From an optimization exercise on the open Yosys and OpenROAD flow, aimed at small area; shortcuts taken in it are not production practice. In this exercise RTL edits were held to simulation tests only and were not proved equivalent to the original. No activity file was given, so power comes from the tool's default toggle rates.

==> flow/design.v <==
module slowclock(clk, reset, clk_1, tick);
     parameter TERM = 32'd4;  
     input clk;
	  input reset;
	  output clk_1;
	  output tick;
	  reg clk_1s;
	  reg [31:0] counter;
	  always @(posedge clk, posedge reset) begin
	       if(reset) begin
			      counter <= 0;
					clk_1s <= 1'b0;
			 end
			 else begin
			   if(counter == TERM) begin
			      clk_1s <= ~clk_1s;
					counter <= 0;
			   end
	         else
			      counter <= counter + 1;
			 end
		end
		assign clk_1 = clk_1s;
		assign tick = (counter == TERM) & ~clk_1s;
endmodule
module check_time_in(output check_out,
                     output [2:0]H_M_S,
                     input [7:0]time_in,
							input [2:0]is_hour);
	 reg [7:0]r_check;
	 reg [2:0]r_H_M_S;
    always @(is_hour, time_in) begin
				 r_H_M_S = 3'b101;
				 if(is_hour == 3'b011) begin
				     if(time_in  <= 8'h23) begin
					      r_check = 1;
							r_H_M_S = 3'b011;
					  end
					  else 
					      r_check = 0;
				 end
				 else if(is_hour != 3'b111) begin
					  if(time_in <= 8'h59) begin
					      r_check = 1;
							if(is_hour == 3'b110)
							   r_H_M_S = 3'b110;
							else
							   r_H_M_S = 3'b101;
					  end
					  else
					      r_check  = 0;
				 end	
				 else 
				     r_check = 0;
	 end
	 assign H_M_S = r_H_M_S;
	 assign check_out = r_check;
endmodule
module save_input(output [7:0]A_hour0, output [7:0]A_hour1, output [7:0]A_hour2, output [7:0]A_hour3, output [7:0]A_hour4,
                  output [7:0]A_min0, output [7:0]A_min1, output [7:0]A_min2, output [7:0]A_min3, output [7:0]A_min4,
	               output [7:0]A_sec0, output [7:0]A_sec1, output [7:0]A_sec2, output [7:0]A_sec3, output [7:0]A_sec4, 
	               input [2:0]set_H_M_S,
	               input [7:0]set_time,
	               input [4:0]five_alarm,
	               input check_in,
						input reset,
						input clock);
    reg [7:0]r_A_hour[4:0];
    reg [7:0]r_A_min[4:0];
	 reg [7:0]r_A_sec[4:0];
	 always @(posedge clock, posedge reset) begin
	   if(reset) begin
	      r_A_sec[0] <= 8'h0;
			r_A_sec[1] <= 8'h0;
			r_A_sec[2] <= 8'h0;
			r_A_sec[3] <= 8'h0;
			r_A_sec[4] <= 8'h0;
			r_A_min[0] <= 8'h0;
			r_A_min[1] <= 8'h0;
			r_A_min[2] <= 8'h0;
			r_A_min[3] <= 8'h0;
			r_A_min[4] <= 8'h0;
			r_A_hour[0] <= 8'h0;
			r_A_hour[1] <= 8'h0;
			r_A_hour[2] <= 8'h0;
			r_A_hour[3] <= 8'h0;
			r_A_hour[4] <= 8'h0;
	   end	
	   else if(check_in) begin
	       if(set_H_M_S == 3'b110) begin
		      casex(five_alarm)
				    5'b10000: r_A_sec[4] <= set_time;
					 5'bx1000: r_A_sec[3] <= set_time;
					 5'bxx100: r_A_sec[2] <= set_time;
					 5'bxxx10: r_A_sec[1] <= set_time;
					 5'bxxxx1: r_A_sec[0] <= set_time;
				endcase
		    end
		    else if(set_H_M_S == 3'b101) begin
		       casex(five_alarm)
				    5'b1xxxx: r_A_min[4] <= set_time;
					 5'bx1xxx: r_A_min[3] <= set_time;
					 5'bxx1xx: r_A_min[2] <= set_time;
					 5'bxxx1x: r_A_min[1] <= set_time;
					 5'bxxxx1: r_A_min[0] <= set_time;
				endcase
		    end
		    else if(set_H_M_S == 3'b011) begin
		      casex(five_alarm)
				    5'b1xxxx: r_A_hour[4] <= set_time;
					 5'bx1xxx: r_A_hour[3] <= set_time;
					 5'bxx1xx: r_A_hour[2] <= set_time;
					 5'bxxx1x: r_A_hour[1] <= set_time;
					 5'bxxxx1: r_A_hour[0] <= set_time;
				endcase
		    end
		end 
	 end
	 assign A_hour0 = r_A_hour[0];
	 assign A_hour1 = r_A_hour[1];
	 assign A_hour2 = r_A_hour[2];
	 assign A_hour3 = r_A_hour[3];
	 assign A_hour4 = r_A_hour[4];
	 assign A_min0 = r_A_min[0];
	 assign A_min1 = r_A_min[1];
	 assign A_min2 = r_A_min[2];
	 assign A_min3 = r_A_min[3];
	 assign A_min4 = r_A_min[4];
	 assign A_sec0 = r_A_sec[0];
	 assign A_sec1 = r_A_sec[1];
	 assign A_sec2 = r_A_sec[2];
	 assign A_sec3 = r_A_sec[3];
	 assign A_sec4 = r_A_sec[4];
endmodule			
module counter(output [7:0] hour,
               output [7:0] min,
				   output [7:0]sec,
               input clk,
					input tick,
					input reset,
					input [7:0]set_time,
					input [2:0]enable,
					input save);
	 reg [7:0]r_hour;
	 reg [7:0]r_min;
	 reg [7:0]r_sec;
	 always @(posedge clk, posedge reset) begin
	     if(reset) begin
		     r_hour <= 7'h0;
			  r_min <= 7'h0;
			  r_sec <= 7'h0;
		  end
		  else if(tick) begin
		     if(save) begin
		        case(enable)
		           3'b011: r_hour <= set_time;
				     3'b101: r_min <= set_time;
				     3'b110: r_sec <= set_time;
		        endcase
	        end
			  else begin
		        if(r_sec == 7'h59) begin
			        if(r_min == 7'h59) begin
				        if(r_hour == 7'h23)
					        r_hour <= 7'h0;
					     else begin
					        if(r_hour[3:0] == 4'd9) begin
						        r_hour[3:0] <= 4'd0;
							     r_hour[7:4] <= r_hour[7:4] + 4'd1;
						     end
						     else
					           r_hour[3:0] <= r_hour[3:0] + 4'd1;
					     end
					     r_min <= 7'h0;
				     end
				     else begin
				        if(r_min[3:0] == 4'd9) begin
					        r_min[7:4] <= r_min[7:4] + 4'd1;
					        r_min[3:0] <= 4'd0;
					     end
					     else
					        r_min[3:0] <= r_min[3:0] + 4'd1;
				     end
				     r_sec <= 7'h0;
			     end
			     else begin
				     if(r_sec[3:0] == 4'd9) begin
					     r_sec[7:4] <= r_sec[7:4] + 4'd1;
					     r_sec[3:0] <= 4'd0;
				     end
				     else
					     r_sec[3:0] <= r_sec[3:0] + 4'd1;
			     end
			 end
	    end
	 end
    assign hour = r_hour;
    assign min = r_min;
	 assign sec = r_sec;  
endmodule
module compare_with_alarm(output on,
                          input [7:0]a_hour,
								  input [7:0]hour,
								  input [7:0]a_min,
								  input [7:0]min,
								  input [7:0]a_sec,
								  input [7:0]sec,
								  input on_or_off,
								  input clk,
								  input rst,
								  input auto_rst);
     reg r_on;
	  reg [7:0]r_sec; 
	  reg [7:0]r_min;
	  reg [7:0]r_hour;
	  reg match;
	  always @(a_hour, hour, a_min, min, a_sec, sec) begin
			begin
			   r_sec = 8'h0;
			   r_min = 8'h0;
			   r_hour = 8'h0;
			   if(sec[3:0] == 4'b1001) begin    
				   r_sec[3:0] = 0;
					if(sec[7:4] == 4'b0101) begin    
					   r_sec[7:4] = 0;
						if(min[3:0] == 4'b1001) begin   
						   r_min[3:0] = 0;
							if(min[7:4] == 4'b0101) begin    
							   r_min[7:4] = 0;
							   if(hour == 8'b00100011)       
							      r_hour = 0;
								else if(hour[3:0] == 4'b1001) begin     
								   r_hour[3:0] = 0;
									r_hour[7:4] = hour[7:4] + 1;
								end
							   else
							      r_hour = hour + 1;
							end
							else begin
							   r_hour = hour;
								r_min[7:4] = min[7:4] + 1;
							end
						end
						else begin
						   r_hour = hour;
							r_min[3:0] = min[3:0] + 1;
							r_min[7:4] = min[7:4];
						end
					end
					else begin
				      r_sec[7:4] = sec[7:4] + 1;
					   r_min = min;
					   r_hour = hour;
					end	
				end
				else begin
				   r_sec[3:0] = sec[3:0] + 1;
					r_sec[7:4] = sec[7:4];
					r_min = min;
					r_hour = hour;
				end
			   match = (a_hour == r_hour) && (a_min == r_min) && (a_sec == (r_sec));
	      end
	  end
	  always @(posedge clk, posedge rst) begin
	      if(rst)
			    r_on <= 0;
			else if(~on_or_off)
			    r_on <= 0;
			else if(match)
			    r_on <= 1;
			else if(auto_rst)
			    r_on <= 0;
	  end
	  assign on = r_on;
endmodule
module beep(output beeping,
            output auto_reset,
            input clk,
            input tick,
			   input on,
				input reset);
	  counter_beep cnt(.beeping(beeping), .auto_reset(auto_reset), .clk(clk), .tick(tick),
	                   .on(on), .reset(reset));  
endmodule
module counter_beep(output beeping,
                    output auto_reset,
                    input reset,
                    input on,
                    input tick,
						  input clk);
   reg r_beep;
	reg [7:0]counter;
   always @(posedge clk, posedge reset) begin
      if(reset) begin
		   counter <= 0;
			r_beep <= 0;
		end
		else if(~on) begin
		   counter <= 0;
			r_beep <= 0;
		end
		else if(tick) begin
		   if(counter == 8'd59) begin
				r_beep <= 0;
				counter <= 0;
			end
			else if(counter == 0) begin
			   r_beep <= 1;
				counter <= counter + 1;
			end
			else begin
			   counter <= counter + 1;
				r_beep <= ~r_beep;
			end
		end
   end	
	assign beeping = r_beep;
	assign auto_reset = on & tick & (counter == 8'd59);
endmodule
module BCD_decoder(output [6:0]out_led,
                   input [3:0]time_in,
						 input reset);
     reg [6:0]r_out_led;
	  always @(reset, time_in) begin
	      if(reset == 1)
			    r_out_led = 7'b1000000;
			else begin
			    case(time_in)
				    4'd1: r_out_led = 7'b1111001;
                4'd2: r_out_led = 7'b0100100;
                4'd3: r_out_led = 7'b0110000;
                4'd4: r_out_led = 7'b0011001;
                4'd5: r_out_led = 7'b0010010;
                4'd6: r_out_led = 7'b0000010;
                4'd7: r_out_led = 7'b1111000;
                4'd8: r_out_led = 7'b0000000;
                4'd9: r_out_led = 7'b0010000;
					 default: r_out_led = 7'b1000000;
			    endcase
	      end
	  end
	  assign out_led = r_out_led;
endmodule
module alarm_clock (output [4:0]BEEPING,           
                    output [13:0]HH_clock,      
						  output [13:0]MM_clock,      
						  output [13:0]SS_clock,      
						  input reset,                
						  input clk,
						  input [6:0]set_time,        
						  input [2:0]set_H_M_S,       
						  input [4:0]five_alarm,      
						  input change_real_time,     
						  input see_alarm_time);      
    wire clk_1s;  
    wire tick_1s;  
    slowclock set_1s_clk(clk, reset, clk_1s, tick_1s);
    wire [7:0] A_hour[4:0];
    wire [7:0] A_min[4:0];
    wire [7:0] A_sec[4:0];
    wire [7:0] five_a;
    wire [7:0] hour;
    wire [7:0] min;
	 wire [7:0] sec;
	 wire w_check;
	 wire [2:0]w_H_M_S;
	 check_time_in check(.check_out(w_check), .H_M_S(w_H_M_S),
	                     .time_in({1'b0, set_time}), .is_hour(set_H_M_S));
	 wire w_alarm_t;
	 wire w_real_t;
	 demux dmp(.out_A(w_alarm_t), .out_R(w_real_t),
	           .enable(change_real_time), .in(w_check));
	 save_input SI(.A_hour0(A_hour[0]), .A_hour1(A_hour[1]), .A_hour2(A_hour[2]), .A_hour3(A_hour[3]), .A_hour4(A_hour[4]), 
	               .A_min0(A_min[0]), .A_min1(A_min[1]), .A_min2(A_min[2]), .A_min3(A_min[3]), .A_min4(A_min[4]),
						.A_sec0(A_sec[0]), .A_sec1(A_sec[1]), .A_sec2(A_sec[2]), .A_sec3(A_sec[3]), .A_sec4(A_sec[4]), 
	               .set_H_M_S(w_H_M_S), .set_time({1'b0, set_time}), .five_alarm(five_alarm), .check_in(w_alarm_t),
						.reset(reset), .clock(clk)); 
    counter cout(.hour(hour), .min(min), .sec(sec), .clk(clk), .tick(tick_1s), .reset(reset),
	              .set_time({1'b0, set_time}), .enable(w_H_M_S), .save(w_real_t));
	 wire [4:0]auto_reset;     
	 wire [4:0]turn_on;        
	 compare_with_alarm comparator_A1(.on(turn_on[0]),
	                                  .a_hour(A_hour[0]), .hour(hour), .a_min(A_min[0]), .min(min), .a_sec(A_sec[0]), .sec(sec),
											    .on_or_off(five_alarm[0]), .clk(clk), .rst(reset), .auto_rst(auto_reset[0]));
	 beep bp_A1(.beeping(BEEPING[0]), .auto_reset(auto_reset[0]),
	            .clk(clk), .tick(tick_1s), .on(turn_on[0]), .reset(reset));
	 compare_with_alarm comparator_A2(.on(turn_on[1]),
	                                  .a_hour(A_hour[1]), .hour(hour), .a_min(A_min[1]), .min(min), .a_sec(A_sec[1]), .sec(sec),
											    .on_or_off(five_alarm[1]), .clk(clk), .rst(reset), .auto_rst(auto_reset[1]));
	 beep bp_A2(.beeping(BEEPING[1]), .auto_reset(auto_reset[1]),
	            .clk(clk), .tick(tick_1s), .on(turn_on[1]), .reset(reset));
	 compare_with_alarm comparator_A3(.on(turn_on[2]),
	                                  .a_hour(A_hour[2]), .hour(hour), .a_min(A_min[2]), .min(min), .a_sec(A_sec[2]), .sec(sec),
											    .on_or_off(five_alarm[2]), .clk(clk), .rst(reset), .auto_rst(auto_reset[2]));
	 beep bp_A3(.beeping(BEEPING[2]), .auto_reset(auto_reset[2]),
	            .clk(clk), .tick(tick_1s), .on(turn_on[2]), .reset(reset));
	 compare_with_alarm comparator_A4(.on(turn_on[3]),
	                                  .a_hour(A_hour[3]), .hour(hour), .a_min(A_min[3]), .min(min), .a_sec(A_sec[3]), .sec(sec),
											    .on_or_off(five_alarm[3]), .clk(clk), .rst(reset), .auto_rst(auto_reset[3]));
	 beep bp_A4(.beeping(BEEPING[3]), .auto_reset(auto_reset[3]),
	            .clk(clk), .tick(tick_1s), .on(turn_on[3]), .reset(reset));
	 compare_with_alarm comparator_A5(.on(turn_on[4]),
	                                  .a_hour(A_hour[4]), .hour(hour), .a_min(A_min[4]), .min(min), .a_sec(A_sec[4]), .sec(sec),
											    .on_or_off(five_alarm[4]), .clk(clk), .rst(reset), .auto_rst(auto_reset[4]));
	 beep bp_A5(.beeping(BEEPING[4]), .auto_reset(auto_reset[4]),
	            .clk(clk), .tick(tick_1s), .on(turn_on[4]), .reset(reset));
    wire [7:0]w_hour;
    mux mux_H(.out(w_hour),
	            .A_time0(A_hour[0]), .A_time1(A_hour[1]), .A_time2(A_hour[2]), .A_time3(A_hour[3]), .A_time4(A_hour[4]), 
					.R_time(hour), .choose_A(five_alarm), .A_or_R(see_alarm_time));
	 BCD_decoder _H(.out_led(HH_clock[6:0]), .time_in(w_hour[3:0]), .reset(reset));
	 BCD_decoder H_(.out_led(HH_clock[13:7]), .time_in(w_hour[7:4]), .reset(reset));
    wire [7:0]w_min;
    mux mux_M(.out(w_min),
	            .A_time0(A_min[0]), .A_time1(A_min[1]), .A_time2(A_min[2]), .A_time3(A_min[3]), .A_time4(A_min[4]), 
					.R_time(min), .choose_A(five_alarm), .A_or_R(see_alarm_time));	 
	 BCD_decoder _M(.out_led(MM_clock[6:0]), .time_in(w_min[3:0]), .reset(reset));
	 BCD_decoder M_(.out_led(MM_clock[13:7]), .time_in(w_min[7:4]), .reset(reset));
    wire [7:0]w_sec;
    mux mux_S(.out(w_sec),
	            .A_time0(A_sec[0]), .A_time1(A_sec[1]), .A_time2(A_sec[2]), .A_time3(A_sec[3]), .A_time4(A_sec[4]), 
					.R_time(sec), .choose_A(five_alarm), .A_or_R(see_alarm_time));	 
	 BCD_decoder _S(.out_led(SS_clock[6:0]), .time_in(w_sec[3:0]), .reset(reset));
	 BCD_decoder S_(.out_led(SS_clock[13:7]), .time_in(w_sec[7:4]), .reset(reset)); 
endmodule 
module mux(output [7:0]out,
           input [7:0]A_time0,
			  input [7:0]A_time1,
			  input [7:0]A_time2,
			  input [7:0]A_time3,
			  input [7:0]A_time4,
			  input [7:0]R_time,
			  input [4:0]choose_A,
			  input A_or_R);
	 reg [7:0]r_out;
	 always @(A_or_R, choose_A, R_time, A_time0, A_time1, A_time2, A_time3, A_time4) begin
	     if(~A_or_R) begin
		      casex(choose_A)
				     5'bxxxx1: r_out = A_time0;
					  5'bxxx10: r_out = A_time1;
				     5'bxx100: r_out = A_time2;
					  5'bx1000: r_out = A_time3;
					  5'b10000: r_out = A_time4;
					  default:  r_out = R_time;
				endcase   
		  end
		  else
		      r_out = R_time;
	 end
    assign out = r_out;
endmodule 
module demux(output out_R,
             output out_A,
             input enable,
				 input in);
	 reg r_out_R;
	 reg r_out_A;
    always @(in, enable) begin
        if(enable == 1) begin
		      r_out_R = in;
				r_out_A = 0;
		  end
		  else begin
		      r_out_A = in;
				r_out_R = 0;
        end
    end	 
	 assign out_A = r_out_A;
	 assign out_R = r_out_R;
endmodule 
==> flow/run.sh <==
#!/bin/bash
# synth_recipe.tcl (not shown) runs the flow's synth.tcl, then flattens the netlist and writes it again
# the make line also repeats each setting of config.mk as NAME=value (left out here)
make -C /OpenROAD-flow-scripts/flow DESIGN_CONFIG=/design/flow/config.mk WORK_HOME=/design/flow/orfs CLKGATE_MAP_FILE= SYNTH_SCRIPT=/design/flow/synth_recipe.tcl finish
==> flow/config.mk <==
export PLATFORM = sky130hd
export DESIGN_NAME = alarm_clock
export DESIGN_NICKNAME = alarm_clock
export VERILOG_FILES = /design/flow/design.v
export SDC_FILE = /design/flow/constraint.sdc
export NUM_CORES = 4
export LEC_CHECK = 0
export CAP_MARGIN = 20
export CORE_MARGIN = 2
export CORE_UTILIZATION = 40
export PLACE_DENSITY = 0.6
export SLEW_MARGIN = 20
==> flow/constraint.sdc <==
create_clock -name core_clock -period 10.0 [get_ports {clk}]
set_input_delay 2.0000 -clock core_clock [delete_from_list [all_inputs] [get_ports {clk}]]
set_output_delay 2.0000 -clock core_clock [all_outputs]
set_load 0.01 [all_outputs]
==> metrics.cfg <==
[outcome]
status=finished clean

[floorplanning]
ios=66
fp.dieW_um=193
die_y_um=193
start_util=0.405
dieArea_um2=37400
core_area_um2=35500
rows=69

[synthesis]
synth_seq_cells=212
ys_types=79
async_flop_share=1.00
ys.flop_type=dfrtp_1
synth_edf_count=0
syn-mean-instance-area_um2=9.23
netlist_area_um2=14400
yosysWarnings=13
synthCells=1556
synthesis.nets=1621
synth-seq-area-share=0.370

[global_routing]
grtUsageTotal=0.248
first_global_vias=11970
antenna_found_initial=2
grt_pass1_wl_um=73300
grt_max_degree=101
grt.overflow.total=0

[worst_setup_path]
crit_path_start_kind=primary input
crit_family=buffers and inverters
r2r_end=comparator_A2.r_on
crit_required_ps=8000
cp_common_cell=clkdlybuf4s50_1
critPathSlowestCell=clkdlybuf4s50_1
worstSetupPathType=in -> out
worstPathCellList=clkdlybuf4s50_1, nor2b_1, a22oi_1, o2111ai_1, o21ai_0, inv_1, ha_1, nor2_1, a2111oi_0, clkdlybuf4s50_1
end_kind=output port
crit_fanout=19
regToRegStartpoint=cout.r_min[4]
slowest_delay_ps=980
arrival_ps=6160
ff2ff_setup_slack_ps=5530
worstRegToRegCells=8
path_buf_inv=3

[clocking]
cts_tree=built
clkTransAtPathRegs_ps=60
cts_setup_buffers=0
insertion_delay_ps=560
root_buffer=clkbuf_16
clock-sinks=212
cts_buffers=26
cts_resized=0
htree_levels=1
cts_hold_buffers=0
clockBufferDepth=3

[timing]
rsz0062_at_grt=no
setup_viol=0
max_slew_margin=0.258
tightest_slew_ps=1110
tns_ps=0
finalCritPeriodShare=0.816
timing.final.crit_period_ps=8160
hold_violations=0
skew_ps=18.5
max_freq_mhz=123
slew_viol_final=0

[routing]
wire_per_inst_um=23.1
drtIter0Drc=1401
vias=12606
remaining_drc_errors=0
wl_um=47400
via_per_inst=6.13
detail-route-antenna-nets=0
dr.pass1.iters=5

[worst_hold_path]
hold_depth=1
hold_start=bp_A5.cnt.r_beep
holdPathEnd=bp_A5.cnt.r_beep
hold_class=reg -> reg

[power_and_ir_drop]
cellPowerDensity_nw_per_um2=167
irDropWorstVdd_v=0.000147
leakage_nw=6.79
total_power_mw=2.71

[cells_and_area]
areaGrowthSynthToFinish_pct=13.2
drive_above_1_share=0.133
seq_area_um2=5310
fill_cells=3379
multi_input_area_um2=8500
fin_nets=1640

[placement]
dpl.hpwl_um=33900
io_buffers=65
gp_congestion=0.985

[flow_run]
cap_viol_max_count=0

## per-layer routing
metal  vias up  share of wire  global-route usage
met5         -              0                   0
met4         0          0.031              0.0797
met3        94          0.098              0.0570
met2       610           0.43               0.372
met1      6193           0.44               0.354
li1       5709              -                   -
## cell families after synthesis
kind of cell               share of synthesized area
AOI/OAI and AO/OA                              0.163
xor gates and xnor gates                      0.0902
adders and majority gates                     0.0401
buffers and inverters                         0.0397
DFF                                            0.370
muxes                                          0.102
and+or+nand+nor                                0.196
## where the power goes
part	internal [mW]	leakage [nW]	switching (mW)
Clock	0.572	0.418	0.397
Combinational	0.300	3.52	0.387
Sequential	0.925	2.85	0.132
## synthesized netlist by cell type, types with 13 or more instances
library cell / n / area, um2
a211oi_1: 13 / 97.6
a21oi_1: 55 / 275
a22o_1: 15 / 131
a22oi_1: 22 / 165
a31oi_1: 15 / 93.8
a32oi_1: 18 / 158
and3_1: 28 / 175
buf_2: 15 / 75.1
clkbuf_1: 75 / 282
dfrtp_1: 212 / 5310
ha_1: 46 / 576
inv_1: 44 / 165
mux2_2: 110 / 1240
mux2i_1: 22 / 220
nand2_1: 139 / 522
nand2b_1: 13 / 81.3
nand3_1: 48 / 240
nand4_1: 29 / 181
nor2_1: 110 / 413
nor2b_1: 15 / 93.8
nor3_1: 30 / 150
nor4_1: 21 / 131
o2111ai_1: 26 / 228
o21ai_0: 86 / 430
or3_1: 17 / 106
xnor2_1: 96 / 841
xor2_1: 50 / 438
## area by class of cell
| type | count | share of cell area |
|---|---|---|
| diodes | 3 | 0.000462 |
| clock buffers | 32 | 0.0427 |
| clock inverters | 13 | 0.0111 |
| inverters | 44 | 0.0106 |
| multi-input cells | 1203 | 0.523 |
| flip-flops and latches | 212 | 0.327 |
| well taps | 461 | 0.0355 |
| repair buffers | 88 | 0.0501 |
## how the worst max path moves through the flow
stage,slack [ps],start,cells past startpoint,endpoint
after global placement,2050,five_alarm[2],10,SS_clock[12]
after CTS,1980,five_alarm[2],10,SS_clock[12]
after floorplan,1690,reset,4,HH_clock[12]
final,1840,five_alarm[2],10,SS_clock[12]
after detailed placement,2000,five_alarm[2],10,SS_clock[12]
after global routing,1660,five_alarm[2],10,SS_clock[12]
## cells in the final DEF (no fill, tap or decap), drive strengths merged, types with 15 or more instances in the layout
cell	synthesis	layout
inv	44	44
a22oi	22	22
clkdlybuf4s50	0	63
or3	17	17
nor2	110	110
nor3	34	34
mux2	110	110
nand2	139	139
nand3	48	48
mux2i	22	22
a31oi	16	16
ha	46	46
o2111ai	26	26
a32oi	19	19
and2	15	15
a21oi	57	57
nor2b	15	15
nor4	22	22
xor2	50	50
xnor2	97	97
clkbuf	75	32
o21ai	98	98
and3	28	28
dfrtp	212	212
buf	22	25
nand4	30	30
a22o	15	15
## flip-flops by register name (all words and copies together) (netlist names), 32 cells and up
name	flops
SI.r_A_hour	35
SI.r_A_sec	35
set_1s_clk.counter	32
SI.r_A_min	35
## metrics by stage
step	utilization	setup slack, ps	std cells	instance area (um2)	hold WS [ps]
6_report	0.458	1840	2056	16200	473
5_1_grt	0.458	1660	2053	16200	508
4_1_cts	0.458	1980	2053	16200	477
3_5_place_dp	0.433	2000	2008	15400	469
3_3_place_gp	0.433	2050	2008	15400	470
2_1_floorplan	-	1690	1556	14400	446

re-timing with driven ports:
The flow's constraints put no driver on any port. The routed layout listed below was extracted and timed again, unchanged, in two steps. Step 1 sets driving cells, clkbuf_16 on the clock port and buf_2 on the other inputs (assumed; they add their load-dependent delay and slew). Step 2 adds t to the input delays and takes it off the output delays; t is the mean of the earliest and latest rising clock arrival at the registers after step 1. Input paths then give back, and output paths get back, about the clock's delay inside the block. Three values: ideal, step 1, step 2; two values: the first two.
t, ns: 0.609
setup slack, ns: 1.845 / 1.792 / 1.792
latest minus earliest clock arrival (ns): 0.019 / 0.019
After both steps setup and hold are still met in this run. The setup slack of this run moves by -0.053 ns with the drivers and by -0.053 ns with both steps.
